This is an optimization exercise on Yosys and OpenROAD, whose aim is small area and a short achievable clock period, not a production implementation. Function was checked by simulation only, so behaviour that the tests miss may differ from the original.

$ cat flow/flow/run.sh
#!/bin/bash
set -euo pipefail
bash standard.sh SETUP_SLACK_MARGIN=40 finish > standard_flow.log 2>&1
$ cat flow/config.mk
export PLATFORM = sky130hd
export DESIGN_NAME = div_top
export DESIGN_NICKNAME = div_top
export VERILOG_FILES = /design/flow/design.v
export SDC_FILE = /design/flow/constraint.sdc
export NUM_CORES = 4
export LEC_CHECK = 0
export ABC_AREA = 1
export CAP_MARGIN = 20
export CORE_MARGIN = 2
export CORE_UTILIZATION = 50
export CTS_CLUSTER_DIAMETER = 50
export CTS_CLUSTER_SIZE = 15
export SLEW_MARGIN = 20
export SYNTH_HIERARCHICAL = 1
$ cat flow/design.v
module div_top
(
    input             clk,
    input      [31:0] x,
    input      [31:0] y,
    output reg [31:0] q,
    output reg [31:0] r
);
reg  [31:0] x_r;
reg  [31:0] y_r;
wire [31:0] q_w;
wire [31:0] r_w;
nrda_div #(.WIDTH(32)) u_div (
    .x(x_r),
    .y(y_r),
    .r(r_w),
    .q(q_w)
);
always @(posedge clk) begin
    x_r <= x;
    y_r <= y;
    q   <= q_w;
    r   <= r_w;
end
endmodule

module nrda_div
#(
    parameter WIDTH=32
)
(
    input [WIDTH-1:0] x,
    input [WIDTH-1:0] y,
    output [WIDTH-1:0] r,
    output [WIDTH-1:0] q
);
localparam W  = WIDTH;
localparam NS = WIDTH/2;      
localparam RW = WIDTH+1;      
localparam AW = WIDTH+3;      
localparam SW = clog2(WIDTH);
function integer clog2;
    input integer v;
    integer u;
    begin
        clog2 = 0;
        for (u = v - 1; u > 0; u = u >> 1)
            clog2 = clog2 + 1;
    end
endfunction
function [3:0] sel;           
    input [6:0] e;
    input [2:0] di;
    integer m2, m1, m0, mm1, es;
    begin
        case (di)
        3'd0: begin m2 = 12; m1 = 4; m0 = -4;  mm1 = -13; end
        3'd1: begin m2 = 14; m1 = 4; m0 = -6;  mm1 = -15; end
        3'd2: begin m2 = 15; m1 = 4; m0 = -6;  mm1 = -16; end
        3'd3: begin m2 = 16; m1 = 4; m0 = -6;  mm1 = -18; end
        3'd4: begin m2 = 18; m1 = 6; m0 = -8;  mm1 = -20; end
        3'd5: begin m2 = 20; m1 = 6; m0 = -8;  mm1 = -20; end
        3'd6: begin m2 = 20; m1 = 8; m0 = -8;  mm1 = -22; end
        default: begin m2 = 24; m1 = 8; m0 = -8;  mm1 = -24; end
        endcase
        es = e[6] ? {25'h1ffffff, e} : {25'h0, e};
        if (es >= m2)       sel = 4'b1000;
        else if (es >= m1)  sel = 4'b0100;
        else if (es >= m0)  sel = 4'b0000;
        else if (es >= mm1) sel = 4'b0010;
        else                sel = 4'b0001;
    end
endfunction
wire xs = x[W-1];
wire ys = y[W-1];
wire yz = ~|y;
reg  [W-1:0]   yv_ [0:SW];
reg  [2*W-1:0] xv [0:SW];
reg  [SW-1:0]  s;
integer k;
always @(*) begin
    yv_[0] = y;
    xv[0] = {{W{xs}}, x};
    for (k = 0; k < SW; k = k + 1) begin
        s[SW-1-k] = ~|((yv_[k] ^ {W{ys}}) >> (W - (1 << (SW-1-k)))) & ~yz;
        yv_[k+1] = s[SW-1-k] ? yv_[k] << (1 << (SW-1-k)) : yv_[k];
        xv[k+1] = s[SW-1-k] ? xv[k] << (1 << (SW-1-k)) : xv[k];
    end
end
wire [RW-1:0]  yv = {ys, yv_[SW]};        
wire [2*W-1:0] xn = xv[SW];               
wire [RW-1:0]  ya = ys ? ~yv : yv;        
wire [2:0] di = ya[W-1] ? ya[W-2:W-4] : 3'b000;
wire signed [2:0] w0t = xn[2*W-1:2*W-3];   
wire q0p = di[2] ? (w0t >= 3'sd3) : (w0t >= 3'sd2);
wire q0n = di[2] ? (w0t == -3'sd4) : (w0t <= -3'sd3);
wire q0i = ys ? q0n : q0p;                
wire [AW-1:0] D1 = {{(AW-RW){yv[RW-1]}}, yv};
wire [AW-1:0] D2 = {{(AW-RW-1){yv[RW-1]}}, yv, 1'b0};
reg [RW-1:0] S [0:NS];
reg [RW-1:0] C [0:NS];
reg [NS-1:0] dp1, dp2, dn1, dn2;
reg [AW-1:0] A, B, M;
reg [6:0] est;
reg [3:0] qd;
reg inv, one, two;
integer j;
always @(*) begin
    S[0] = {xn[2*W-1], xn[2*W-1:W]};
    C[0] = (q0p | q0n) ? (q0i ? ~yv : yv) : {RW{1'b0}};
    for (j = 1; j <= NS; j = j + 1) begin
        A = {S[j-1], xn[W-2*j+1 -: 2]};
        B = {C[j-1], (j == 1) ? {q0i, q0i} : 2'b00};
        est = A[AW-1:AW-7] + B[AW-1:AW-7];
        qd = sel(est, di);
        inv = ys ? (qd[1] | qd[0]) : (qd[3] | qd[2]);
        one = qd[2] | qd[1];
        two = qd[3] | qd[0];
        dp2[NS-j] = two & inv;  dp1[NS-j] = one & inv;
        dn2[NS-j] = two & ~inv; dn1[NS-j] = one & ~inv;
        M = ({AW{two}} & D2 | {AW{one}} & D1) ^ {AW{inv}};
        S[j] = A ^ B ^ M;
        C[j] = {((A & B) | (A & M) | (B & M)), (inv | ((j == 1) & q0i))};
    end
end
nrda_div_tail #(.W(W), .NS(NS), .RW(RW), .SW(SW)) u_tail (
    .xs(xs), .ys(ys), .yz(yz), .S(S[NS]), .C(C[NS]), .y(y), .s(s),
    .dp1(dp1), .dp2(dp2), .dn1(dn1), .dn2(dn2), .r(r), .q(q));
endmodule
module nrda_div_tail #(parameter W=32, NS=16, RW=33, SW=5) (
    input xs,
    input ys,
    input yz,
    input [RW-1:0] S,
    input [RW-1:0] C,
    input [W-1:0] y,
    input [SW-1:0] s,
    input [NS-1:0] dp1, dp2, dn1, dn2,
    output [W-1:0] r,
    output [W-1:0] q
);
wire [RW-1:0] rf = S + C;
wire rneg = rf[RW-1];
wire rz = ~|rf;
wire corr = xs ? ~(rneg | rz) : rneg;
wire sub = xs ^ ys;                       
wire [RW-1:0] rs = (rf >> s) | (rneg ? ~({RW{1'b1}} >> s) : {RW{1'b0}});
wire [W-1:0] ry = corr ? (sub ? ~y : y) : {W{1'b0}};
wire [W-1:0] rr = rs[W-1:0] + ry + (corr & sub);
wire [2:0] e0 = {dp2[0], dp1[0]} - {dn2[0], dn1[0]} +
                (corr ? (sub ? 3'd1 : 3'd7) : 3'd0);
reg [W-1:0] P, N;
integer t;
always @(*) begin
    for (t = 1; t < NS; t = t + 1) begin
        P[2*t+1] = dp2[t]; P[2*t] = dp1[t];
        N[2*t+1] = dn2[t]; N[2*t] = dn1[t];
    end
    P[1:0] = e0[2] ? 2'b00 : e0[1:0];
    N[1:0] = e0[2] ? -e0[1:0] : 2'b00;
    if (yz) begin
        P = {{(W-1){1'b0}}, xs};
        N = {{(W-1){1'b0}}, ~xs};
    end
end
assign r = rr;
assign q = P - N;
endmodule
$ cat flow/constraint.sdc
create_clock -name core_clock -period 110.0 [get_ports {clk}]
set_input_delay 22.0000 -clock core_clock [delete_from_list [all_inputs] [get_ports {clk}]]
set_output_delay 22.0000 -clock core_clock [all_outputs]
set_load 0.01 [all_outputs]
$ cat flow/standard.sh
#!/bin/bash
# synth_recipe.tcl (not shown) runs the flow's synth.tcl, then flattens the netlist and writes it again
# the make line also repeats each setting of config.mk as NAME=value (left out here)
make -C /OpenROAD-flow-scripts/flow DESIGN_CONFIG=/design/flow/config.mk WORK_HOME=/design/flow/orfs CLKGATE_MAP_FILE= SYNTH_SCRIPT=/design/flow/synth_recipe.tcl "${@:-finish}"
==> results of run 1 <==
[layer usage]
metal  share of wire [%]  wire, µm
met5               0.071       139
met4                 7.1     13910
met1                  41     79470
met3                 9.3     18130
met2                  43     83950
[critical path: cells and delay by family (launching register included)]
kind	cells	cell delay, ps
AND/OR/NAND/NOR	127	16030
buffers and inverters	82	10000
XOR/XNOR	28	5610
AO/OA/AOI/OAI	61	10490
adder cells (fa/ha/maj)	60	22670
flip-flops	1	410
[sequential cells by signal, indices dropped and copies added (netlist names)]
signal  count
r          32
y_r        32
q          32
x_r        32
[what timing repair did]
| action | in CTS | in global routing |
|---|---|---|
| buffers inserted | 8 | 67 |
| gates resized for setup | 26 | 151 |
| pin swaps | 4 | 25 |
| cloned | 8 | 20 |
| endpoints found under the setup margin | 64 | 64 |
| endpoints found under the hold margin | 0 | 0 |
[how the worst min path moves through the flow]
stage | startpoint | endpoint | slack, ps | cells after the start
after floorplan | x_r[31] | q[1] | 610 | 3
after global placement | y_r[0] | r[0] | 780 | 2
after detailed placement | y_r[0] | r[0] | 820 | 2
after CTS | y_r[0] | r[0] | 830 | 2
after global routing | y_r[0] | r[0] | 900 | 2
final | y_r[0] | r[0] | 810 | 2
[logic make-up after synthesis]
kind of cell	after synthesis	share of synthesized area (%)
buf+inv	1523	12.46
other cells	2	0.01541
compound gates	1361	16.56
fa+ha+maj	957	32.29
xor+xnor	636	11.49
simple gates	2385	21.73
flops	128	5.256
mux	10	0.2053
[cell usage in the layout, fill, tap and decap left out, drive strengths merged, types with 91 or more instances in the layout]
cell and count:
a21oi 212, fa 502, o21ai 474, dfxtp 128, nand3 336, nor2 343, buf 178, inv 1132
nand4 91, xor2 579, ha 455, clkdlybuf4s50 128, nand2 1536, o22ai 450
[cell type report]
cell class	count	area share, %
repair buffers	310	5.655
inverters	1153	8.420
flip-flops and latches	128	4.839
well taps	1276	3.010
multi-input cells	5397	76.83
diodes	2	0.009436
clock buffers	18	0.8280
repair inverters	13	0.1298
clock inverters	14	0.2784
[stage by stage]
stage | instances | cell area, µm² | hold slack, ps | setup WS [ps]
after global placement | 8174 | 50840 | 784.8 | 37790
after global routing | 8309 | 53030 | 898.1 | 39560
final | 8311 | 53040 | 812.3 | 44470
after detailed placement | 8174 | 50840 | 818.8 | 36490
after floorplan | 7037 | 48880 | 611.3 | 46530
after CTS | 8222 | 51680 | 828.4 | 40050
==> impl_metrics.py, run 1 <==
metrics = {
    "status": {
        "status": "no timing/DRC/antenna violations",
    },
    "final_layout": {
        "seqCellArea_um2": 2566,
        "drive_above_1_share_pct": 8.517,
        "fillers": 9745,
        "multi_input_area_um2": 40750,
        "final_util_pct": 54.84,
        "synthToLayoutAreaGrowth_pct": 8.796,
        "finalNetCount": 8042,
    },
    "global_route": {
        "grt-ovfl-total": 0,
        "grt_pass1_wl_mm": 285.3,
        "globalRoute.busiestLayer": "met2",
        "grt_max_degree": 92,
        "track_usage_pct": 38.14,
        "use_met3_pct": 7.103,
        "met1_usage_pct": 50.41,
        "grtUsageMet2_pct": 58.30,
        "grt_pass1_vias": 45442,
        "antenna_found_initial": 2,
    },
    "placement": {
        "portBuffers": 128,
        "gp_congestion": 1.029,
        "dp_hpwl_mm": 149.2,
    },
    "detailed_routing": {
        "firstDrtPassIters": 6,
        "post-route-drc-count": 0,
        "routed_via_density": 5.799,
        "drt_iter0_drc": 4907,
        "num_vias": 48193,
        "antenna_left": 0,
        "wl_per_cell_um": 23.53,
        "totalWireLength_mm": 195.6,
    },
    "timing": {
        "skew_ps": 25.94,
        "setup_viol": 0,
        "finalHoldViolations": 0,
        "timing.final.crit_period_ps": 65530,
        "slew_headroom_pct": 8.420,
        "fin_tns_setup_ps": 0,
        "fmax_ghz": 0.01526,
        "rsz0062_at_grt": "no",
        "drv_slew": 0,
        "worst_slew_pin_slew_ps": 1359,
        "fin_crit_sh_pct": 59.57,
    },
    "clocking": {
        "cts_made_buffers": 17,
        "cts_root_buffer": "clkbuf_16",
        "tritoncts": "done",
        "hold_buffers": 0,
        "cts.sinks": 128,
        "clk_latency_ps": 490,
        "ctsLongestPathBuffers": 2,
        "path_clk_slew_ps": 70,
        "htree_levels": 4,
    },
    "floorplanning": {
        "std_cell_rows": 114,
        "dieArea_um2": 100000,
        "core_um2": 96710,
        "pin_count": 129,
        "die_h_um": 316.2,
        "initial_core_util_pct": 50.41,
        "die-width_um": 316.2,
    },
    "critical_path": {
        "cpMaxStageDelayCell": "fa_1",
        "rr_worst_depth": 358,
        "cp_max_fo": 52,
        "endpoint": "q[18]",
        "end_kind": "flip-flop",
        "worst_r2r_startpoint": "y_r[31]",
        "critPathLaunchType": "flip-flop",
        "cp.required_ps": 110420,
        "crit_top_cell": "inv_1",
        "reg2reg_to": "q[18]",
        "crit_arrival_ps": 65950,
        "rrSetupSlack_ps": 44470,
        "critPathKind": "reg2reg",
        "cp-startpoint": "y_r[31]",
        "critPathMaxStageDelay_ps": 570,
    },
    "yosys": {
        "synth_edf_count": 0,
        "synth_cells": 7002,
        "ys_seq_elements": 128,
        "async_reset_ff_share_pct": 0,
        "yosys.area.top_type": "fa_1",
        "yosys_warnings": 17,
        "synth_ff_type": "dfxtp_1",
        "yosys-top-cells-count": "1,385 x nand2_1, 1,112 x inv_1, 575 x xor2_1",
        "synth-seq-area-share_pct": 5.256,
        "postSynthAreaPerCell_um2": 6.962,
        "ys_top_cells_by_area": "fa_1 21%, ha_1 12%, nand2_1 11%, xor2_1 10%, inv_1 8.6%",
        "synth_top_area_share_pct": 20.61,
        "ys_types": 65,
        "yosysMostFrequentCell": "nand2_1",
        "netlist_area_um2": 48750,
    },
    "job": {
        "cap_violations": 0,
    },
    "hold_path": {
        "hp-class": "reg2reg",
    },
}
==> run 2: changes to the inputs <==
==> flow/flow/run.sh (replaced) <==
#!/bin/bash
set -euo pipefail
bash standard.sh SETUP_SLACK_MARGIN=46 finish > standard_flow.log 2>&1
==> run 2 against run 1 <==
  * Still clean
  * Routed wire length increased by 3.8%
  * Critical path depth shrank 2
  * Maximum frequency is 7.7% higher
  * Synthesized cell count is the same
  * Flip-flop and latch count unchanged
  * Critical path type unchanged
  * Highest routed layer unchanged
==> impl_metrics.py, run 2 <==
metrics = {
    "yosys": {
        "synth_top_area_share_pct": 20.61,
        "yosys_warnings": 17,
        "synth_edf_count": 0,
        "synth-seq-area-share_pct": 5.256,
        "postSynthAreaPerCell_um2": 6.962,
        "synth_ff_type": "dfxtp_1",
        "ys_seq_elements": 128,
        "yosys.area.top_type": "fa_1",
        "async_reset_ff_share_pct": 0,
        "synth_cells": 7002,
        "netlist_area_um2": 48750,
        "ys_top_cells_by_area": "fa_1 21%, ha_1 12%, nand2_1 11%, xor2_1 10%, inv_1 8.6%",
        "ys_types": 65,
        "yosysMostFrequentCell": "nand2_1",
        "yosys-top-cells-count": "1,385 x nand2_1, 1,112 x inv_1, 575 x xor2_1",
    },
    "global_route": {
        "grt_max_degree": 92,
        "track_usage_pct": 39.21,
        "grt_pass1_wl_mm": 292.5,
        "grt_pass1_vias": 46367,
        "use_met3_pct": 7.423,
        "grt-ovfl-total": 0,
        "antenna_found_initial": 3,
        "grtUsageMet2_pct": 60.13,
        "met1_usage_pct": 51.37,
        "globalRoute.busiestLayer": "met2",
    },
    "final_layout": {
        "drive_above_1_share_pct": 14.61,
        "layout_commonest_cell": "nand2_1",
        "synthToLayoutAreaGrowth_pct": 16.17,
        "fillers": 9304,
        "final_cell_mix": "1,334 x nand2_1, 1,057 x inv_1, 518 x xor2_1",
        "finalNetCount": 8211,
        "fin_cells": 8481,
    },
    "placement": {
        "portBuffers": 128,
        "gp_congestion": 1.029,
        "dp_hpwl_mm": 149.2,
        "pre_cts_ws_ps": 36490,
        "dp.cells": 8174,
    },
    "timing": {
        "fmax_ghz": 0.01644,
        "skew_ps": 24.43,
        "slew_headroom_pct": 11.30,
        "timing.final.crit_period_ps": 60820,
        "finalHoldViolations": 0,
        "fin_tns_setup_ps": 0,
        "worst_slew_pin_slew_ps": 1317,
        "setup_viol": 0,
        "fin_crit_sh_pct": 55.29,
        "rsz0062_at_grt": "no",
        "timing.final.ws_setup_ps": 49180,
        "drv_slew": 0,
    },
    "critical_path": {
        "rr_worst_depth": 356,
        "cpMaxStageDelayCell": "fa_2",
        "rrSetupSlack_ps": 49180,
        "crit_arrival_ps": 61190,
        "crit_top_cell": "nand2_1",
        "critPathLaunchType": "flip-flop",
        "cp.required_ps": 110380,
        "worst_r2r_startpoint": "y_r[13]",
        "critPathKind": "reg2reg",
        "end_kind": "flip-flop",
        "cp_max_fo": 32,
        "critPathMaxStageDelay_ps": 610,
        "cp-startpoint": "y_r[13]",
    },
    "detailed_routing": {
        "firstDrtPassIters": 8,
        "totalWireLength_mm": 203.1,
        "post-route-drc-count": 0,
        "antenna_left": 0,
        "num_vias": 49446,
        "wl_per_cell_um": 23.95,
        "drt_iter0_drc": 5211,
        "routed_via_density": 5.830,
    },
    "clocking": {
        "ctsLongestPathBuffers": 2,
        "path_clk_slew_ps": 70,
        "cts_root_buffer": "clkbuf_16",
        "cts_made_buffers": 17,
        "htree_levels": 4,
        "tritoncts": "done",
        "cts.sinks": 128,
        "hold_buffers": 0,
        "clk_latency_ps": 490,
    },
    "hold_path": {
        "hold_start": "y_r[0]",
        "hold_path_depth": 2,
        "hp-class": "reg2reg",
    },
    "floorplanning": {
        "initial_core_util_pct": 50.41,
        "die_h_um": 316.2,
        "die-width_um": 316.2,
        "std_cell_rows": 114,
        "pin_count": 129,
        "core_um2": 96710,
        "dieArea_um2": 100000,
    },
    "status": {
        "status": "no timing/DRC/antenna violations",
    },
    "job": {
        "cap_violations": 0,
    },
}
-- run 2: stage by stage --
step           utilization (%)  hold slack (ps)  cell area, µm²
3_5_place_dp             52.57            818.8           50840
3_3_place_gp             52.57            784.8           50840
5_1_grt                  58.55            898.6           56630
4_1_cts                  54.91            828.4           53100
2_1_floorplan                -            611.3           48880
6_report                 58.56            799.9           56630
-- run 2: logic make-up (layout without fill, tap and decap cells) --
group	count (synthesis)	after routing	synth area share (%)
AND/OR/NAND/NOR	2385	2405	21.73
buffers and inverters	1523	1668	12.46
AO/OA/AOI/OAI	1361	1361	16.56
adder cells (fa/ha/maj)	957	957	32.29
XOR/XNOR	636	636	11.49
flip-flops	128	128	5.256
multiplexers	10	10	0.2053
other	2	40	0.01541
-- run 2: path summary, 6_finish.rpt --
path,to
setup / recovery,q[18]
hold / removal,r[0]
hold reg to reg,r[0]
setup reg to reg,q[18]
-- run 2: worst max-delay path: cells and delay by family, from the launching register on --
| family | cells | cell delay (ps) |
|---|---|---|
| adders and majority gates | 62 | 23240 |
| and+or+nand+nor | 130 | 14450 |
| AOI/OAI and AO/OA | 66 | 10170 |
| buffers and inverters | 75 | 8080 |
| xor gates and xnor gates | 23 | 4120 |
| DFF | 1 | 420 |
-- run 2: layer usage --
layer  routed length [µm]  up-vias
li1                     -    22963
met1                79880    23369
met2                86710     2484
met3                20250      624
met4                16120        6
met5                  135        -
-- run 2: area by class of cell --
type	count	area (µm²)	share of cell area, %
Multi-Input combinational cell	5406	42520	75.08
Timing Repair Buffer	471	4783	8.446
Inverter	1153	4503	7.951
Sequential cell	128	2570	4.538
Tap cell	1276	1597	2.819
Clock buffer	18	439.2	0.7755
Clock inverter	14	147.6	0.2607
Timing Repair inverter	12	63.81	0.1127
Antenna cell	3	7.507	0.01326
-- run 2: repair_timing --
action / CTS / global route
pin swaps: 32 / 132
gates resized for setup: 173 / 421
buffers inserted: 77 / 140
endpoints found under the setup margin: 64 / 64
cloned: 28 / 27
==> run 3: changes to the inputs <==
==> flow/flow/run.sh (replaced) <==
#!/bin/bash
set -euo pipefail
bash standard.sh SETUP_SLACK_MARGIN=43 finish > standard_flow.log 2>&1
--- a/flow/config.mk
+++ b/flow/config.mk
@@ -7,3 +7,2 @@
 export LEC_CHECK = 0
-export ABC_AREA = 1
 export CAP_MARGIN = 20
==> run 3 against run 2 <==
  * Flip-flop and latch count did not move
  * Via count is 5.2% lower
  * Clock skew is 8.3 ps higher
  * Non-clock buffer count rose by 84
  * Count of clock-buffer cells in the layout down 1
  * Critical path type unchanged
  * Highest routed layer unchanged
==> impl_metrics.py, run 3 <==
metrics = {
    "detailed_routing": {
        "antenna_left": 0,
        "num_vias": 46874,
        "routed_via_density": 6.434,
        "wl_per_cell_um": 26.63,
        "post-route-drc-count": 0,
        "firstDrtPassIters": 8,
        "drt_iter0_drc": 5523,
        "totalWireLength_mm": 194.0,
    },
    "yosys": {
        "synth_cells": 5792,
        "synth_ff_type": "dfxtp_1",
        "synth_top_area_share_pct": 21.16,
        "ys_top_cells_by_area": "fa_1 21%, ha_1 12%, xnor2_1 11%, o22ai_1 6.7%, dfxtp_1 5.4%",
        "ys_types": 118,
        "yosysMostFrequentCell": "xnor2_1",
        "postSynthAreaPerCell_um2": 8.202,
        "yosys.area.top_type": "fa_1",
        "async_reset_ff_share_pct": 0,
        "yosys-top-cells-count": "598 x xnor2_1, 507 x o22ai_1, 502 x fa_1",
        "yosys_warnings": 17,
        "ys_seq_elements": 128,
        "netlist_area_um2": 47500,
        "synth-seq-area-share_pct": 5.394,
        "synth_edf_count": 0,
    },
    "critical_path": {
        "cpMaxStageDelayCell": "or4b_2",
        "critPathMaxStageDelay_ps": 610,
        "crit_arrival_ps": 65670,
        "worst_r2r_startpoint": "y_r[27]",
        "endpoint": "q[31]",
        "rrSetupSlack_ps": 44780,
        "cp.required_ps": 110450,
        "rr_worst_depth": 298,
        "cp-startpoint": "y_r[27]",
        "critPathKind": "reg2reg",
        "reg2reg_to": "q[31]",
        "critPathLaunchType": "flip-flop",
        "crit_top_cell": "inv_1",
        "end_kind": "flip-flop",
        "cp_max_fo": 34,
    },
    "placement": {
        "gp_congestion": 0.9916,
        "pre_cts_ws_ps": 30940,
        "portBuffers": 128,
        "dp.cells": 6920,
        "dp_hpwl_mm": 135.1,
    },
    "timing": {
        "timing.final.crit_period_ps": 65220,
        "fmax_ghz": 0.01533,
        "fin_crit_sh_pct": 59.29,
        "timing.final.ws_setup_ps": 44780,
        "skew_ps": 32.76,
        "setup_viol": 0,
        "finalHoldViolations": 0,
        "drv_slew": 0,
        "fin_tns_setup_ps": 0,
        "slew_headroom_pct": 22.43,
        "worst_slew_pin_slew_ps": 1151,
        "rsz0062_at_grt": "no",
    },
    "floorplanning": {
        "die_h_um": 312.2,
        "initial_core_util_pct": 50.22,
        "die-width_um": 312.2,
        "dieArea_um2": 97490,
        "core_um2": 94590,
        "pin_count": 129,
        "std_cell_rows": 113,
    },
    "clocking": {
        "cts_root_buffer": "clkbuf_16",
        "ctsLongestPathBuffers": 2,
        "htree_levels": 4,
        "cts_made_buffers": 17,
        "tritoncts": "done",
        "cts.sinks": 128,
        "path_clk_slew_ps": 80,
        "clk_latency_ps": 530,
    },
    "hold_path": {
        "hp-class": "reg2reg",
    },
    "status": {
        "status": "no timing/DRC/antenna violations",
    },
    "global_route": {
        "track_usage_pct": 38.00,
        "grt-ovfl-total": 0,
        "grt_max_degree": 68,
        "grt_pass1_vias": 44439,
        "antenna_found_initial": 3,
        "grt_pass1_wl_mm": 284.1,
    },
    "job": {
        "cap_violations": 0,
    },
    "final_layout": {
        "synthToLayoutAreaGrowth_pct": 21.79,
        "finalNetCount": 7027,
        "fillers": 8197,
        "final_cell_mix": "544 x xnor2_1, 489 x o22ai_1, 478 x fa_1",
        "layout_commonest_cell": "xnor2_1",
        "drive_above_1_share_pct": 18.15,
        "fin_cells": 7285,
    },
}
[run 3: cell types whose count changed after synthesis, moves of 70 or more]
cell and delta:
nand2_1 -1036, inv_1 -647, xnor2_1 +541, xor2_1 -491, o21ai_0 -237, nand3_1 -217, mux2i_1 +192, a21oi_1 +124
nand2_2 -109, nand2b_1 +102, a21o_1 +97, nor2b_1 +93, nand4_1 -70
[run 3: critical path, delay by kind of cell, from the launching register on]
kind | cells | cell delay, ps
XOR/XNOR | 32 | 5850
multiplexers | 7 | 1730
buffers and inverters | 52 | 6400
adder cells (fa/ha/maj) | 57 | 21330
flip-flops | 1 | 390
AO/OA/AOI/OAI | 99 | 18100
AND/OR/NAND/NOR | 51 | 11230
[run 3: worst min path at each step]
stage	slack [ps]	startpoint	to	cells past startpoint
4_1_cts	800	x_r[31]	q[1]	3
6_report	810	x_r[31]	q[1]	3
2_1_floorplan	610	x_r[31]	q[1]	2
5_1_grt	850	x_r[31]	q[1]	3
3_5_place_dp	780	x_r[31]	q[1]	3
3_3_place_gp	780	x_r[31]	q[1]	3
[run 3: stage by stage]
step	util, %	hold WS (ps)	area [µm²]
6_report	61.17	812.5	57860
3_3_place_gp	53.17	778.8	50290
3_5_place_dp	53.17	783.0	50290
5_1_grt	61.16	852.0	57850
4_1_cts	57.88	798.1	54750
2_1_floorplan	-	610.5	47890
[run 3: final cells by class]
class	instances	area, µm²	area share [%]
multi-input cells	4810	44910	77.62
repair buffers	555	6203	10.72
flip-flops and latches	128	2584	4.466
inverters	487	1949	3.369
well taps	1265	1583	2.736
clock buffers	17	425.4	0.7353
clock inverters	15	143.9	0.2487
repair inverters	6	55.05	0.09515
diodes	2	5.005	0.008650
[run 3: logic make-up (layout without fill, tap and decap cells)]
logic type / Yosys count / count (layout) / synth area share (%)
flops: 128 / 128 / 5.394
other cells: 2 / 39 / 0.01581
fa+ha+maj: 958 / 958 / 33.16
compound gates: 1562 / 1563 / 21.09
buf+inv: 898 / 1080 / 7.333
simple gates: 1264 / 1266 / 12.98
mux: 288 / 294 / 6.998
xor+xnor: 692 / 692 / 13.03
[run 3: routing by layer]
| layer | GRT usage (%) | up-vias | wire length [µm] |
|---|---|---|---|
| li1 | - | 20784 | - |
| met1 | 50.91 | 22897 | 77370 |
| met2 | 59.28 | 2642 | 85800 |
| met3 | 9.151 | 549 | 20580 |
| met4 | 14.42 | 2 | 10210 |
| met5 | 0 | - | 12 |
[run 3: timing repair]
item	4_1_cts	5_1_grt
setup endpoints to repair	64	64
hold buffers	0	0
cloned	42	16
gates resized for setup	383	351
pin swaps	69	146
buffers inserted	122	151
==> run 4: changes to the inputs <==
--- a/flow/config.mk
+++ b/flow/config.mk
@@ -7,2 +7,3 @@
 export LEC_CHECK = 0
+export ABC_AREA = 1
 export CAP_MARGIN = 20
==> run 4 against run 3 <==
  * Flip-flop and latch count stayed put
  * Routed wire length rose by 1.9%
  * Cell count rose by 15%
  * Hold slack lost 4.9 ps
  * Synthesized cell count up 21%
  * Non-clock buffer count shrank 194
  * Sequential share of layout area is 0.28 points higher
  * Critical path type unchanged
  * Highest routed layer unchanged
==> impl_metrics.py, run 4 <==
metrics = {
    "placement": {
        "dp.cells": 8174,
        "gp_congestion": 1.029,
        "place_area_um2": 50840,
        "dp_hpwl_mm": 149.2,
        "portBuffers": 128,
    },
    "final_layout": {
        "multi_input_area_um2": 41210,
        "layout_commonest_cell": "nand2_1",
        "finalNetCount": 8095,
        "final_cell_mix": "1,365 x nand2_1, 1,080 x inv_1, 550 x xor2_1",
        "final_util_pct": 55.94,
        "fin_cells": 8364,
        "fillers": 9600,
        "seqCellArea_um2": 2569,
        "final_area_um2": 54100,
        "synthToLayoutAreaGrowth_pct": 10.98,
        "drive_above_1_share_pct": 10.19,
    },
    "timing": {
        "setup_viol": 0,
        "rsz0062_at_grt": "no",
        "hold_slack_ps": 807.6,
        "drv_slew": 0,
        "fin_tns_setup_ps": 0,
        "skew_ps": 25.55,
        "timing.final.crit_period_ps": 63020,
        "worst_slew_pin_slew_ps": 1264,
        "fmax_ghz": 0.01587,
        "slew_headroom_pct": 14.83,
        "finalHoldViolations": 0,
        "fin_crit_sh_pct": 57.29,
    },
    "clocking": {
        "hold_buffers": 0,
        "clk_latency_ps": 490,
        "cts_root_buffer": "clkbuf_16",
        "cts.sinks": 128,
        "htree_levels": 4,
        "ctsLongestPathBuffers": 2,
        "cts_made_buffers": 17,
        "tritoncts": "done",
        "path_clk_slew_ps": 70,
    },
    "floorplanning": {
        "initial_core_util_pct": 50.41,
        "die-width_um": 316.2,
        "core_um2": 96710,
        "std_cell_rows": 114,
        "die_h_um": 316.2,
        "dieArea_um2": 100000,
        "pin_count": 129,
    },
    "critical_path": {
        "rrSetupSlack_ps": 46980,
        "reg2reg_to": "q[18]",
        "critPathLaunchType": "flip-flop",
        "crit_arrival_ps": 63390,
        "cp.required_ps": 110370,
        "critPathKind": "reg2reg",
        "rr_worst_depth": 346,
        "cpMaxStageDelayCell": "fa_1",
        "worst_r2r_startpoint": "y_r[31]",
        "crit_top_cell": "nand2_1",
        "end_kind": "flip-flop",
        "cp_max_fo": 52,
        "critPathMaxStageDelay_ps": 620,
    },
    "job": {
        "cap_violations": 0,
    },
    "detailed_routing": {
        "firstDrtPassIters": 7,
        "antenna_left": 0,
        "post-route-drc-count": 0,
        "totalWireLength_mm": 197.6,
        "routed_via_density": 5.824,
        "wl_per_cell_um": 23.62,
        "num_vias": 48714,
        "drt_iter0_drc": 4888,
    },
    "yosys": {
        "synthMuxAreaShare_pct": 0.2053,
        "postSynthAreaPerCell_um2": 6.962,
        "yosysMostFrequentCell": "nand2_1",
        "yosys.area_share.xor_xnor_pct": 11.49,
        "yosys_warnings": 17,
        "synth_cells": 7002,
        "ys_seq_elements": 128,
        "synth_simple_gate_area_share_pct": 21.73,
        "synth_edf_count": 0,
        "yosys.area_share.adder_pct": 32.29,
        "yosys-top-cells-count": "1,385 x nand2_1, 1,112 x inv_1, 575 x xor2_1",
        "synth_top_family_by_area": "adder cells",
        "ys_top_cells_by_area": "fa_1 21%, ha_1 12%, nand2_1 11%, xor2_1 10%, inv_1 8.6%",
        "netlist_area_um2": 48750,
        "synth-seq-area-share_pct": 5.256,
        "synth_ff_type": "dfxtp_1",
        "synth_top_area_share_pct": 20.61,
        "synth-compound-area-share_pct": 16.56,
        "async_reset_ff_share_pct": 0,
        "yosys.area.top_type": "fa_1",
        "ys_types": 65,
    },
    "hold_path": {
        "min_to": "r[0]",
        "hp-class": "reg2reg",
        "hold_start": "y_r[0]",
        "hold_path_depth": 2,
    },
    "global_route": {
        "grt_pass1_wl_mm": 288.2,
        "grt-ovfl-total": 0,
        "antenna_found_initial": 3,
        "grt_pass1_vias": 45906,
        "track_usage_pct": 38.54,
        "grt_max_degree": 92,
    },
    "status": {
        "status": "no timing/DRC/antenna violations",
    },
}
## run 4: cell count changes after synthesis, sizes merged, moves of 71 or more
| cell | previous run | this run |
|---|---|---|
| nand2 | 350 | 1530 |
| nand2b | 102 | 0 |
| mux2i | 212 | 10 |
| a21oi | 327 | 212 |
| xor2 | 84 | 579 |
| inv | 475 | 1147 |
| o21ai | 227 | 474 |
| a21o | 107 | 10 |
| xnor2 | 607 | 57 |
| nand4 | 20 | 91 |
| nand3 | 86 | 331 |
| nor2b | 93 | 0 |
## run 4: cell type report
cell class / count / area share [%]
tap: 1276 / 2.951
inverter: 1153 / 8.287
timing repair buffer: 361 / 6.628
sequential: 128 / 4.748
clock inverter: 14 / 0.2729
clock buffer: 18 / 0.8118
antenna: 2 / 0.009251
multi-input combinational: 5400 / 76.17
timing repair inverter: 12 / 0.1179
## run 4: per-layer routing
metal / share of wire (%) / up-vias / global-route usage, %
met2: 43 / 2309 / 59.14
met5: 0.065 / - / 0.7576
met4: 7.1 / 4 / 22.21
met1: 40 / 23140 / 50.80
met3: 9.2 / 524 / 7.181
li1: - / 22737 / -
## run 4: worst max path at each step
stage                 start    end  slack, ps  cells after the start
floorplan           y_r[31]  q[19]      46530                    367
global placement    y_r[31]  q[31]      37790                    343
detailed placement  y_r[31]  q[31]      36490                    340
CTS                 y_r[31]  q[31]      43010                    368
global route        y_r[28]  q[19]      42690                    376
finish              y_r[31]  q[18]      46980                    346
## run 4: kinds of logic (layout without fill, tap and decap cells)
family | Yosys count | in the layout
compound gates | 1361 | 1361
xor+xnor | 636 | 636
simple gates | 2385 | 2399
mux | 10 | 10
buf+inv | 1523 | 1558
other cells | 2 | 39
fa+ha+maj | 957 | 957
flops | 128 | 128
## run 4: worst max-delay path: cells and delay by family (launching register included)
| kind | cells | cell delay (ps) |
|---|---|---|
| flops | 1 | 370 |
| simple gates | 130 | 16370 |
| buf+inv | 76 | 9470 |
| fa+ha+maj | 60 | 22420 |
| compound gates | 51 | 8200 |
| xor+xnor | 29 | 5930 |
## run 4: timing repair
item,4_1_cts,5_1_grt
resized for setup,78,214
setup buffers,35,86
pin swaps,9,48
setup endpoints to repair,64,64
cloned,16,19
## run 4: stage by stage
stage | worst slack [ps]
final | 46980
after floorplan | 46530
after detailed placement | 36490
after global routing | 42690
after global placement | 37790
after CTS | 43010
==> run 5: changes to the inputs <==
==> flow/flow/run.sh (replaced) <==
#!/bin/bash
set -euo pipefail
bash standard.sh SETUP_SLACK_MARGIN=43 SKIP_GATE_CLONING=1 SKIP_PIN_SWAP=1 finish > standard_flow.log 2>&1
==> run 5 against run 4 <==
  * Count of clock-buffer cells in the layout is the same
  * Routed wire length shrank 1.6%
  * Area after synthesis is the same
  * Clock skew is essentially flat
  * Via count shrank 0.86%
  * Synthesized cell count is the same
  * Global-route usage shrank 0.35 points
  * Critical path type unchanged
  * Largest cell class unchanged
==> impl_metrics.py, run 5 <==
metrics = {
    "status": {
        "status": "no timing/DRC/antenna violations",
    },
    "clocking": {
        "cts_root_buffer": "clkbuf_16",
        "cts_made_buffers": 17,
        "htree_levels": 4,
        "clk_latency_ps": 490,
        "cts.sinks": 128,
        "path_clk_slew_ps": 70,
        "ctsLongestPathBuffers": 2,
        "tritoncts": "done",
    },
    "yosys": {
        "synth_ff_type": "dfxtp_1",
        "synth_edf_count": 0,
        "yosys_warnings": 17,
        "synth_top_area_share_pct": 20.61,
        "postSynthAreaPerCell_um2": 6.962,
        "yosys.area.top_type": "fa_1",
        "yosysMostFrequentCell": "nand2_1",
        "ys_top_cells_by_area": "fa_1 21%, ha_1 12%, nand2_1 11%, xor2_1 10%, inv_1 8.6%",
        "ys_seq_elements": 128,
        "ys_types": 65,
        "yosys-top-cells-count": "1,385 x nand2_1, 1,112 x inv_1, 575 x xor2_1",
        "synth_cells": 7002,
        "synth-seq-area-share_pct": 5.256,
        "async_reset_ff_share_pct": 0,
        "netlist_area_um2": 48750,
    },
    "final_layout": {
        "insertedDiodeCount": 0,
        "fin_cells": 8349,
        "fillers": 9641,
        "final_util_pct": 55.76,
        "drive_above_1_share_pct": 9.897,
        "layout_commonest_cell": "nand2_1",
        "finalNetCount": 8082,
        "synthToLayoutAreaGrowth_pct": 10.61,
        "final_cell_mix": "1,369 x nand2_1, 1,083 x inv_1, 557 x xor2_1",
    },
    "detailed_routing": {
        "post-route-drc-count": 0,
        "totalWireLength_mm": 194.5,
        "wl_per_cell_um": 23.29,
        "firstDrtPassIters": 8,
        "drt_iter0_drc": 4984,
        "antenna_left": 0,
        "num_vias": 48296,
        "routed_via_density": 5.785,
    },
    "floorplanning": {
        "core_um2": 96710,
        "std_cell_rows": 114,
        "initial_core_util_pct": 50.41,
        "die_h_um": 316.2,
        "die-width_um": 316.2,
        "pin_count": 129,
        "dieArea_um2": 100000,
    },
    "critical_path": {
        "cpMaxStageDelayCell": "fa_1",
        "critPathMaxStageDelay_ps": 650,
        "crit_arrival_ps": 63530,
        "critPathLaunchType": "flip-flop",
        "cp_max_fo": 34,
        "crit_top_cell": "inv_1",
        "critPathKind": "reg2reg",
        "cp.required_ps": 110370,
        "end_kind": "flip-flop",
    },
    "timing": {
        "rsz0062_at_grt": "no",
        "finalHoldViolations": 0,
        "slew_headroom_pct": 14.14,
        "timing.final.crit_period_ps": 63160,
        "fin_crit_sh_pct": 57.42,
        "fin_tns_setup_ps": 0,
        "skew_ps": 25.84,
        "worst_slew_pin_slew_ps": 1274,
        "fmax_ghz": 0.01583,
        "setup_viol": 0,
        "drv_slew": 0,
    },
    "hold_path": {
        "hp-class": "reg2reg",
    },
    "global_route": {
        "antenna_found_initial": 4,
        "grt_pass1_wl_mm": 285.9,
        "track_usage_pct": 38.19,
        "grt-ovfl-total": 0,
        "grt_max_degree": 92,
        "grt_pass1_vias": 45709,
    },
    "placement": {
        "gp_congestion": 1.029,
        "dp_hpwl_mm": 149.2,
        "portBuffers": 128,
        "dp.cells": 8174,
    },
    "job": {
        "cap_violations": 0,
    },
}
-- run 5: cell counts after synthesis --
No cell type changed its count.
-- run 5: critical path: cells and delay by family, from the launching register on --
kind / cells / cell delay (ps)
AND/OR/NAND/NOR: 122 / 14680
AO/OA/AOI/OAI: 58 / 9400
adder cells (fa/ha/maj): 59 / 22300
buffers and inverters: 83 / 10350
flip-flops: 1 / 370
XOR/XNOR: 28 / 5750
-- run 5: logic make-up (layout without fill, tap and decap cells) --
| kind of cell | Yosys count | after routing | share of synthesized area [%] |
|---|---|---|---|
| other | 2 | 37 | 0.01541 |
| multiplexers | 10 | 10 | 0.2053 |
| XOR/XNOR | 636 | 636 | 11.49 |
| flip-flops | 128 | 128 | 5.256 |
| buffers and inverters | 1523 | 1559 | 12.46 |
| AND/OR/NAND/NOR | 2385 | 2385 | 21.73 |
| AO/OA/AOI/OAI | 1361 | 1361 | 16.56 |
| adder cells (fa/ha/maj) | 957 | 957 | 32.29 |
-- run 5: worst paths after layout --
| check | cells after the start | startpoint | slack, ps | end |
|---|---|---|---|---|
| worst max-delay path | 350 | y_r[31] | 46840 | q[18] |
| worst min-delay path | 2 | y_r[0] | 800 | r[0] |
| worst max register to register | 350 | y_r[31] | 46840 | q[18] |
| worst min register to register | 2 | y_r[0] | 800 | r[0] |
-- run 5: repair_timing --
item	in CTS	in global routing
hold buffers	0	0
pin swaps	0	0
resized for setup	62	201
cloned	0	0
endpoints found under the hold margin	0	0
setup endpoints to repair	64	64
setup buffers	37	106
-- run 5: metrics by stage --
stage	hold slack [ps]	cell area, µm²	setup WS (ps)
2_1_floorplan	611.3	48880	46530
3_3_place_gp	784.8	50840	37790
3_5_place_dp	818.8	50840	36490
4_1_cts	828.4	52130	43030
5_1_grt	898.6	53920	42750
6_report	798.0	53920	46840
-- run 5: layout make-up --
cell class / instances / area [µm²] / area share (%)
Timing Repair Buffer: 374 / 3795 / 7.038
Clock inverter: 14 / 147.6 / 0.2738
Tap cell: 1276 / 1597 / 2.961
Inverter: 1153 / 4461 / 8.272
Sequential cell: 128 / 2570 / 4.766
Multi-Input combinational cell: 5386 / 40910 / 75.87
Clock buffer: 18 / 439.2 / 0.8145
-- run 5: metal layers --
layer / wire, µm / GRT usage [%]
met1: 78880 / 50.26
met2: 83870 / 58.52
met3: 17840 / 7.358
met4: 13720 / 22.00
met5: 170 / 0.7576
==> run 6: changes to the inputs <==
--- a/flow/config.mk
+++ b/flow/config.mk
@@ -15 +15,2 @@
 export SYNTH_HIERARCHICAL = 1
+export TNS_END_PERCENT = 0
==> run 6 against run 5 <==
  * Final area stayed put
  * Highest routed layer unchanged
  * Cell count stayed put
  * Worst setup slack stayed put
  * Non-clock buffer count stayed put
  * Still clean on timing, DRC and antenna
==> impl_metrics.py, run 6 <==
metrics = {
    "yosys": {
        "ys_types": 65,
        "async_reset_ff_share_pct": 0,
        "yosys-top-cells-count": "1,385 x nand2_1, 1,112 x inv_1, 575 x xor2_1",
        "netlist_area_um2": 48750,
        "yosys.area.top_type": "fa_1",
        "synth_cells": 7002,
        "synth_top_area_share_pct": 20.61,
        "synth-seq-area-share_pct": 5.256,
        "ys_top_cells_by_area": "fa_1 21%, ha_1 12%, nand2_1 11%, xor2_1 10%, inv_1 8.6%",
        "postSynthAreaPerCell_um2": 6.962,
        "ys_seq_elements": 128,
        "synth_ff_type": "dfxtp_1",
        "yosys_warnings": 17,
        "synth_edf_count": 0,
        "yosysMostFrequentCell": "nand2_1",
    },
    "critical_path": {
        "cp.required_ps": 110370,
        "critPathLaunchType": "flip-flop",
        "crit_arrival_ps": 63530,
        "rrSetupSlack_ps": 46840,
        "path_delay_family": "adder cells",
        "reg2reg_to": "q[18]",
        "crit_top_cell": "inv_1",
        "path_buf_inv": 83,
        "cp_max_fo": 34,
        "worst_r2r_startpoint": "y_r[31]",
        "critPathKind": "reg2reg",
        "rr_worst_depth": 350,
        "end_kind": "flip-flop",
        "cpMaxStageDelayCell": "fa_1",
        "critPathMaxStageDelay_ps": 650,
    },
    "clocking": {
        "ctsLongestPathBuffers": 2,
        "path_clk_slew_ps": 70,
        "cts_root_buffer": "clkbuf_16",
        "htree_levels": 4,
        "tritoncts": "done",
        "hold_buffers": 0,
        "cts_made_buffers": 17,
        "clk_latency_ps": 490,
        "cts.sinks": 128,
    },
    "timing": {
        "fin_crit_sh_pct": 57.42,
        "finalHoldViolations": 0,
        "timing.final.crit_period_ps": 63160,
        "slew_headroom_pct": 14.14,
        "skew_ps": 25.84,
        "fin_tns_setup_ps": 0,
        "worst_slew_pin_slew_ps": 1274,
        "drv_slew": 0,
        "fmax_ghz": 0.01583,
        "setup_viol": 0,
        "rsz0062_at_grt": "no",
    },
    "final_layout": {
        "synthToLayoutAreaGrowth_pct": 10.61,
        "drive_above_1_share_pct": 9.897,
        "finalNetCount": 8082,
        "final_cell_mix": "1,369 x nand2_1, 1,083 x inv_1, 557 x xor2_1",
        "layout_commonest_cell": "nand2_1",
        "fillers": 9641,
        "insertedDiodeCount": 0,
        "final_util_pct": 55.76,
    },
    "detailed_routing": {
        "routed_via_density": 5.785,
        "wl_per_cell_um": 23.29,
        "post-route-drc-count": 0,
        "antenna_left": 0,
        "num_vias": 48296,
        "firstDrtPassIters": 8,
        "totalWireLength_mm": 194.5,
        "drt_iter0_drc": 4984,
    },
    "placement": {
        "portBuffers": 128,
        "dp_hpwl_mm": 149.2,
        "gp_congestion": 1.029,
    },
    "status": {
        "status": "no timing/DRC/antenna violations",
    },
    "floorplanning": {
        "die-width_um": 316.2,
        "initial_core_util_pct": 50.41,
        "dieArea_um2": 100000,
        "pin_count": 129,
        "core_um2": 96710,
        "std_cell_rows": 114,
        "die_h_um": 316.2,
    },
    "job": {
        "cap_violations": 0,
    },
    "global_route": {
        "antenna_found_initial": 4,
        "grt_pass1_vias": 45709,
        "track_usage_pct": 38.19,
        "grt_pass1_wl_mm": 285.9,
        "grt-ovfl-total": 0,
        "grt_max_degree": 92,
    },
    "hold_path": {
        "min_to": "r[0]",
        "hold_start": "y_r[0]",
        "hp-class": "reg2reg",
        "hold_path_depth": 2,
    },
}
## run 6: cell counts after synthesis
No cell type changed its count.
## run 6: final cells by class
class	count	area, µm²	area share, %
Multi-Input combinational cell	5386	40910	75.87
Clock buffer	18	439.2	0.8145
Clock inverter	14	147.6	0.2738
Sequential cell	128	2570	4.766
Tap cell	1276	1597	2.961
Inverter	1153	4461	8.272
Timing Repair Buffer	374	3795	7.038
## run 6: worst reg2reg max path: cells and delay by family, from the launching register on
family / cells / cell delay, ps
buffers and inverters: 83 / 10390
DFF: 1 / 370
xor gates and xnor gates: 28 / 5770
and+or+nand+nor: 122 / 14710
adders and majority gates: 59 / 22320
AOI/OAI and AO/OA: 58 / 9470
## run 6: repair_timing
item                                    in CTS  in global routing
setup buffers                               37                106
cloned                                       0                  0
pin swaps                                    0                  0
endpoints found under the setup margin      64                 64
resized for setup                           62                201
endpoints found under the hold margin        0                  0
## run 6: cells by family after synthesis
group	count (synthesis)	share of synthesized area, %
adder cells (fa/ha/maj)	957	32.29
XOR/XNOR	636	11.49
buffers and inverters	1523	12.46
other	2	0.01541
AND/OR/NAND/NOR	2385	21.73
multiplexers	10	0.2053
AO/OA/AOI/OAI	1361	16.56
flip-flops	128	5.256
## run 6: worst max path at each step
stage,from,end,cells after the start
after floorplan,y_r[31],q[19],367
after global placement,y_r[31],q[31],343
after detailed placement,y_r[31],q[31],340
after CTS,y_r[30],q[31],366
after global routing,y_r[30],q[19],365
final,y_r[31],q[18],350
## run 6: per-stage QoR
step | instances | hold WS, ps | setup WS [ps] | cell area [µm²]
after floorplan | 7037 | 611.3 | 46530 | 48880
after global placement | 8174 | 784.8 | 37790 | 50840
after detailed placement | 8174 | 818.8 | 36490 | 50840
after CTS | 8243 | 828.4 | 43030 | 52130
after global routing | 8349 | 898.6 | 42750 | 53920
final | 8349 | 798.0 | 46840 | 53920
## run 6: routing by layer
layer  wire length (µm)  track usage, %  vias up
li1                   -               -    22680
met1              78880           50.26    22949
met2              83870           58.52     2166
met3              17840           7.358      491
met4              13720           22.00       10
met5                170          0.7576        -
==> run 7: changes to the inputs <==
--- a/flow/config.mk
+++ b/flow/config.mk
@@ -10,7 +10,7 @@
 export CORE_MARGIN = 2
-export CORE_UTILIZATION = 50
+export CORE_UTILIZATION = 65
 export CTS_CLUSTER_DIAMETER = 50
 export CTS_CLUSTER_SIZE = 15
+export PLACE_DENSITY = 0.75
 export SLEW_MARGIN = 20
 export SYNTH_HIERARCHICAL = 1
-export TNS_END_PERCENT = 0
==> run 7 against run 6 <==
  * Cell count fell by 3.4%
  * Clock skew rose by 8.4 ps
  * Area after synthesis did not move
  * Routed wire length fell by 6.4%
  * Critical path type unchanged
  * Critical endpoint is now q[31]
  * Via count rose by 3.7%
  * Maximum frequency fell by 1.2%
  * Hold slack got worse by 64 ps
  * Die area fell by 23%
  * Count of clock-buffer cells in the layout did not move
==> impl_metrics.py, run 7 <==
metrics = {
    "status": {
        "status": "no timing/DRC/antenna violations",
    },
    "clocking": {
        "tritoncts": "done",
        "htree_levels": 4,
        "cts_root_buffer": "clkbuf_16",
        "clk_latency_ps": 510,
        "ctsLongestPathBuffers": 2,
        "path_clk_slew_ps": 80,
        "cts.sinks": 128,
        "cts_made_buffers": 17,
    },
    "global_route": {
        "grt_max_degree": 92,
        "grt-ovfl-total": 0,
        "grt_pass1_vias": 47221,
        "antenna_found_initial": 4,
        "grt_pass1_wl_mm": 271.1,
        "track_usage_pct": 45.41,
    },
    "timing": {
        "setup_viol": 0,
        "finalHoldViolations": 0,
        "fin_tns_setup_ps": 0,
        "fmax_ghz": 0.01565,
        "drv_slew": 0,
        "timing.final.crit_period_ps": 63920,
        "slew_headroom_pct": 11.90,
        "rsz0062_at_grt": "yes",
        "skew_ps": 34.24,
        "worst_slew_pin_slew_ps": 1308,
        "fin_crit_sh_pct": 58.11,
        "timing.final.ws_setup_ps": 46080,
        "hold_slack_ps": 734.1,
    },
    "final_layout": {
        "drive_above_1_share_pct": 9.614,
        "layout_commonest_cell": "nand2_1",
        "final_cell_mix": "1,368 x nand2_1, 1,079 x inv_1, 560 x xor2_1",
        "final_util_pct": 72.02,
        "fin_cells": 8066,
        "final_area_um2": 53530,
        "finalNetCount": 8103,
        "fillers": 6284,
        "synthToLayoutAreaGrowth_pct": 9.804,
    },
    "detailed_routing": {
        "antenna_left": 0,
        "firstDrtPassIters": 7,
        "totalWireLength_mm": 182.0,
        "num_vias": 50097,
        "wl_per_cell_um": 22.57,
        "routed_via_density": 6.211,
        "post-route-drc-count": 0,
        "drt_iter0_drc": 6318,
    },
    "critical_path": {
        "cpMaxStageDelayCell": "fa_1",
        "worst_r2r_startpoint": "y_r[30]",
        "critPathKind": "reg2reg",
        "crit_top_cell": "inv_1",
        "end_kind": "flip-flop",
        "critPathLaunchType": "flip-flop",
        "critPathMaxStageDelay_ps": 560,
        "cp_max_fo": 67,
        "cp-startpoint": "y_r[30]",
        "cp.required_ps": 110430,
        "crit_arrival_ps": 64350,
    },
    "floorplanning": {
        "core_um2": 74320,
        "die_h_um": 277.9,
        "pin_count": 129,
        "die-width_um": 277.9,
        "dieArea_um2": 77210,
        "initial_core_util_pct": 65.59,
        "std_cell_rows": 100,
    },
    "yosys": {
        "yosys.area.top_type": "fa_1",
        "yosysMostFrequentCell": "nand2_1",
        "synth_edf_count": 0,
        "synth_cells": 7002,
        "ys_types": 65,
        "yosys-top-cells-count": "1,385 x nand2_1, 1,112 x inv_1, 575 x xor2_1",
        "ys_top_cells_by_area": "fa_1 21%, ha_1 12%, nand2_1 11%, xor2_1 10%, inv_1 8.6%",
        "ys_seq_elements": 128,
        "synth_top_area_share_pct": 20.61,
        "synth_ff_type": "dfxtp_1",
        "netlist_area_um2": 48750,
        "synth-seq-area-share_pct": 5.256,
        "postSynthAreaPerCell_um2": 6.962,
        "async_reset_ff_share_pct": 0,
        "yosys_warnings": 17,
    },
    "hold_path": {
        "hp-class": "reg2reg",
        "hold_start": "y_r[0]",
    },
    "placement": {
        "place_area_um2": 50280,
        "portBuffers": 128,
        "dp.cells": 7844,
        "dp_hpwl_mm": 133.3,
        "pre_cts_ws_ps": 34320,
        "gp_congestion": 1.054,
    },
    "job": {
        "cap_violations": 0,
    },
}
==> run 7: cell families (layout without fill, tap and decap cells) <==
family	Yosys count	count (layout)	synth area share [%]
AO/OA/AOI/OAI	1361	1361	16.56
adder cells (fa/ha/maj)	957	957	32.29
AND/OR/NAND/NOR	2385	2385	21.73
buffers and inverters	1523	1580	12.46
other	2	40	0.01541
flip-flops	128	128	5.256
multiplexers	10	10	0.2053
XOR/XNOR	636	636	11.49
==> run 7: final timing paths <==
path           end  slack, ps  depth (start not counted)
max          q[31]      46080                        352
min           r[0]        730                          2
max reg2reg  q[31]      46080                        352
min reg2reg   r[0]        730                          2
==> run 7: worst max-delay path: cells and delay by family, from the launching register on <==
family	cells	cell delay, ps
adder cells (fa/ha/maj)	63	23160
flip-flops	1	420
AO/OA/AOI/OAI	56	10140
AND/OR/NAND/NOR	125	14850
buffers and inverters	83	10520
XOR/XNOR	25	4530
==> run 7: timing repair <==
action,in CTS,in global routing
buffers inserted,50,135
setup endpoints to repair,64,64
resized for setup,104,113
hold buffers,0,0
==> run 7: cell type report <==
type,count,area [µm²],area share [%]
multi-input cells,5386,40720,76.07
repair buffers,395,3891,7.269
well taps,969,1212,2.265
diodes,3,7.507,0.01402
clock buffers,18,439.2,0.8204
clock inverters,14,192.7,0.3600
flip-flops and latches,128,2569,4.799
inverters,1153,4497,8.401
==> run 7: layer usage <==
| metal | track usage, % | vias to the layer above | routed length, µm |
|---|---|---|---|
| met1 | 54.97 | 23167 | 66310 |
| met4 | 35.23 | 2 | 17640 |
| met2 | 69.88 | 3298 | 77840 |
| li1 | - | 22740 | - |
| met5 | 0 | - | 23 |
| met3 | 10.57 | 890 | 20210 |
==> run 8: changes to the inputs <==
==> flow/flow/run.sh (replaced) <==
#!/bin/bash
set -euo pipefail
bash standard.sh SETUP_SLACK_MARGIN=46 SKIP_GATE_CLONING=1 SKIP_PIN_SWAP=1 finish > standard_flow.log 2>&1
--- a/flow/config.mk
+++ b/flow/config.mk
@@ -10,7 +10,7 @@
 export CORE_MARGIN = 2
-export CORE_UTILIZATION = 65
+export CORE_UTILIZATION = 50
 export CTS_CLUSTER_DIAMETER = 50
 export CTS_CLUSTER_SIZE = 15
-export PLACE_DENSITY = 0.75
 export SLEW_MARGIN = 20
 export SYNTH_HIERARCHICAL = 1
+export TNS_END_PERCENT = 0
==> run 8 against run 7 <==
  * First-iteration DRC count decreased by 23%
  * Maximum frequency increased by 5.5%
  * Area after synthesis unchanged
  * Cell count increased by 4.5%
  * Still clean
  * Final area increased by 3.6%
  * Flip-flop and latch count unchanged
  * Critical path type unchanged
  * Sequential share of layout area decreased by 0.16 points
  * Global-route usage decreased by 6.8 points
  * Clock skew decreased by 7.0 ps
  * Register-to-register slack improved by 3400 ps
==> impl_metrics.py, run 8 <==
metrics = {
    "floorplanning": {
        "pin_count": 129,
        "initial_core_util_pct": 50.41,
        "die-width_um": 316.2,
        "die_h_um": 316.2,
        "core_um2": 96710,
        "dieArea_um2": 100000,
        "std_cell_rows": 114,
    },
    "yosys": {
        "ys_seq_elements": 128,
        "synth_edf_count": 0,
        "synth_ff_type": "dfxtp_1",
        "netlist_area_um2": 48750,
        "postSynthAreaPerCell_um2": 6.962,
        "yosys-top-cells-count": "1,385 x nand2_1, 1,112 x inv_1, 575 x xor2_1",
        "synth_cells": 7002,
        "ys_types": 65,
        "yosys.area.top_type": "fa_1",
        "yosys_warnings": 17,
        "yosysMostFrequentCell": "nand2_1",
        "async_reset_ff_share_pct": 0,
        "synth-seq-area-share_pct": 5.256,
        "ys_top_cells_by_area": "fa_1 21%, ha_1 12%, nand2_1 11%, xor2_1 10%, inv_1 8.6%",
        "synth_top_area_share_pct": 20.61,
    },
    "placement": {
        "dp_hpwl_mm": 149.2,
        "gp_congestion": 1.029,
        "portBuffers": 128,
        "pre_cts_ws_ps": 36490,
    },
    "timing": {
        "skew_ps": 27.25,
        "setup_viol": 0,
        "fin_crit_sh_pct": 55.06,
        "finalHoldViolations": 0,
        "rsz0062_at_grt": "no",
        "worst_slew_pin_slew_ps": 1282,
        "slew_headroom_pct": 13.61,
        "timing.final.crit_period_ps": 60570,
        "fin_tns_setup_ps": 0,
        "drv_slew": 0,
        "timing.final.ws_setup_ps": 49430,
        "fmax_ghz": 0.01651,
    },
    "critical_path": {
        "crit_arrival_ps": 60940,
        "end_kind": "flip-flop",
        "cp.required_ps": 110370,
        "worst_r2r_startpoint": "y_r[30]",
        "critPathKind": "reg2reg",
        "rr_worst_depth": 352,
        "cpMaxStageDelayCell": "fa_2",
        "reg2reg_to": "q[18]",
        "critPathLaunchType": "flip-flop",
        "crit_top_cell": "nand2_1",
        "critPathMaxStageDelay_ps": 620,
        "cp_max_fo": 72,
        "rrSetupSlack_ps": 49430,
    },
    "clocking": {
        "cts_made_buffers": 17,
        "htree_levels": 4,
        "cts_root_buffer": "clkbuf_16",
        "cts.sinks": 128,
        "ctsLongestPathBuffers": 2,
        "hold_buffers": 0,
        "tritoncts": "done",
        "path_clk_slew_ps": 70,
        "clk_latency_ps": 490,
    },
    "detailed_routing": {
        "post-route-drc-count": 0,
        "wl_met3_mm": 18.81,
        "firstDrtPassIters": 7,
        "wl_per_cell_um": 23.38,
        "antenna_left": 0,
        "drt_iter0_drc": 4868,
        "wl_met2_mm": 84.94,
        "num_vias": 48853,
        "top_layer_used": "met5",
        "met1_length_mm": 78.79,
        "totalWireLength_mm": 197.1,
        "routed_via_density": 5.794,
    },
    "final_layout": {
        "final_cell_mix": "1,355 x nand2_1, 1,063 x inv_1, 541 x xor2_1",
        "finalNetCount": 8162,
        "drive_above_1_share_pct": 12.89,
        "synthToLayoutAreaGrowth_pct": 13.77,
        "fillers": 9448,
        "multi_input_area_um2": 41700,
        "layout_commonest_cell": "nand2_1",
        "seqCellArea_um2": 2571,
    },
    "hold_path": {
        "min_to": "r[0]",
        "hold_start": "y_r[0]",
        "hold_path_depth": 2,
        "hp-class": "reg2reg",
    },
    "global_route": {
        "grt_max_degree": 92,
        "antenna_found_initial": 1,
        "grt_pass1_wl_mm": 288.8,
        "grt_pass1_vias": 46148,
        "track_usage_pct": 38.61,
        "grt-ovfl-total": 0,
    },
    "job": {
        "cap_violations": 0,
    },
    "status": {
        "status": "no timing/DRC/antenna violations",
    },
}
==> run 8: cell types whose count changed in the layout (fill, tap and decap cells not counted), moves of 28 or more <==
cell,previous run,this run
fa_2,1,33
ha_4,1,29
fa_1,501,469
buf_4,190,234
ha_1,447,410
==> run 8: final cells by class <==
type | instances | share of cell area (%)
timing repair buffer | 454 | 8.162
clock inverter | 14 | 0.2662
tap | 1276 | 2.879
multi-input combinational | 5386 | 75.18
sequential | 128 | 4.636
clock buffer | 18 | 0.7918
inverter | 1153 | 8.078
antenna | 2 | 0.009024
==> run 8: worst max path at each step <==
stage / startpoint / endpoint / slack, ps / cells past startpoint
global route: y_r[31] / q[19] / 45480 / 364
CTS: y_r[31] / q[18] / 46010 / 365
detailed placement: y_r[31] / q[31] / 36490 / 340
finish: y_r[30] / q[18] / 49430 / 352
global placement: y_r[31] / q[31] / 37790 / 343
floorplan: y_r[31] / q[19] / 46530 / 367
==> run 8: worst max-delay path, delay by kind of cell, from the launching register on <==
kind                     cells  cell delay (ps)
buffers and inverters       81             9100
flip-flops                   1              390
XOR/XNOR                    25             4430
AO/OA/AOI/OAI               63            10430
AND/OR/NAND/NOR            121            12900
adder cells (fa/ha/maj)     62            23040
==> run 8: routing by layer <==
metal | GRT usage [%] | vias up
met5 | 0.7576 | -
met4 | 22.42 | 4
met3 | 7.737 | 540
met2 | 59.21 | 2308
met1 | 50.53 | 23149
li1 | - | 22852
==> run 8: metrics by stage <==
step           util (%)  hold WS [ps]  instances  instance area [µm²]
2_1_floorplan         -         611.3       7037                48880
3_3_place_gp      52.57         784.8       8174                50840
3_5_place_dp      52.57         818.8       8174                50840
4_1_cts           54.77         828.4       8283                52970
5_1_grt           57.35         898.6       8429                55460
6_report          57.35         804.3       8431                55460
==> run 8: repair_timing <==
action / CTS / global route
endpoints found under the setup margin: 64 / 64
setup buffers: 77 / 146
resized for setup: 169 / 309
==> run 8: cell families (layout without fill, tap and decap cells) <==
kind of cell / Yosys count / in the layout / synth area share [%]
XOR/XNOR: 636 / 636 / 11.49
AO/OA/AOI/OAI: 1361 / 1361 / 16.56
adder cells (fa/ha/maj): 957 / 957 / 32.29
buffers and inverters: 1523 / 1639 / 12.46
multiplexers: 10 / 10 / 0.2053
AND/OR/NAND/NOR: 2385 / 2385 / 21.73
other: 2 / 39 / 0.01541
flip-flops: 128 / 128 / 5.256

==> afterwards: timing with drivers on the ports <==
No port has a modelled driver above. Below, the same layouts with a new extraction and two added sets of constraints.
Step 1, drivers: a clkbuf_16 drives clk and a buf_2 each remaining input, both assumed.
Step 2 times the ports against the registers' clock, not the clock port: input delays grow and output delays shrink by t, the midpoint of the rising clock arrivals with the driver on.
Three values: ideal, step 1, step 2; two values: the first two.
run	t (ns)	setup WS [ns]	slew at the worst register clock pin (ns)	cell pins on the clock port's net
run 1	0.554	44.468 / 44.468 / 44.468	0.09 / 0.09	1
run 2	0.556	49.181 / 49.181 / 49.181	0.09 / 0.09	1
run 3	0.585	44.778 / 44.778 / 44.778	0.09 / 0.09	1
run 4	0.557	46.983 / 46.983 / 46.983	0.09 / 0.09	1
run 5	0.551	46.840 / 46.840 / 46.840	0.09 / 0.09	1
run 6	0.551	46.840 / 46.840 / 46.840	0.09 / 0.09	1
run 7	0.571	46.083 / 46.083 / 46.083	0.10 / 0.10	1
run 8	0.558	49.434 / 49.434 / 49.434	0.09 / 0.09	1
After both steps every run listed still meets setup and hold.
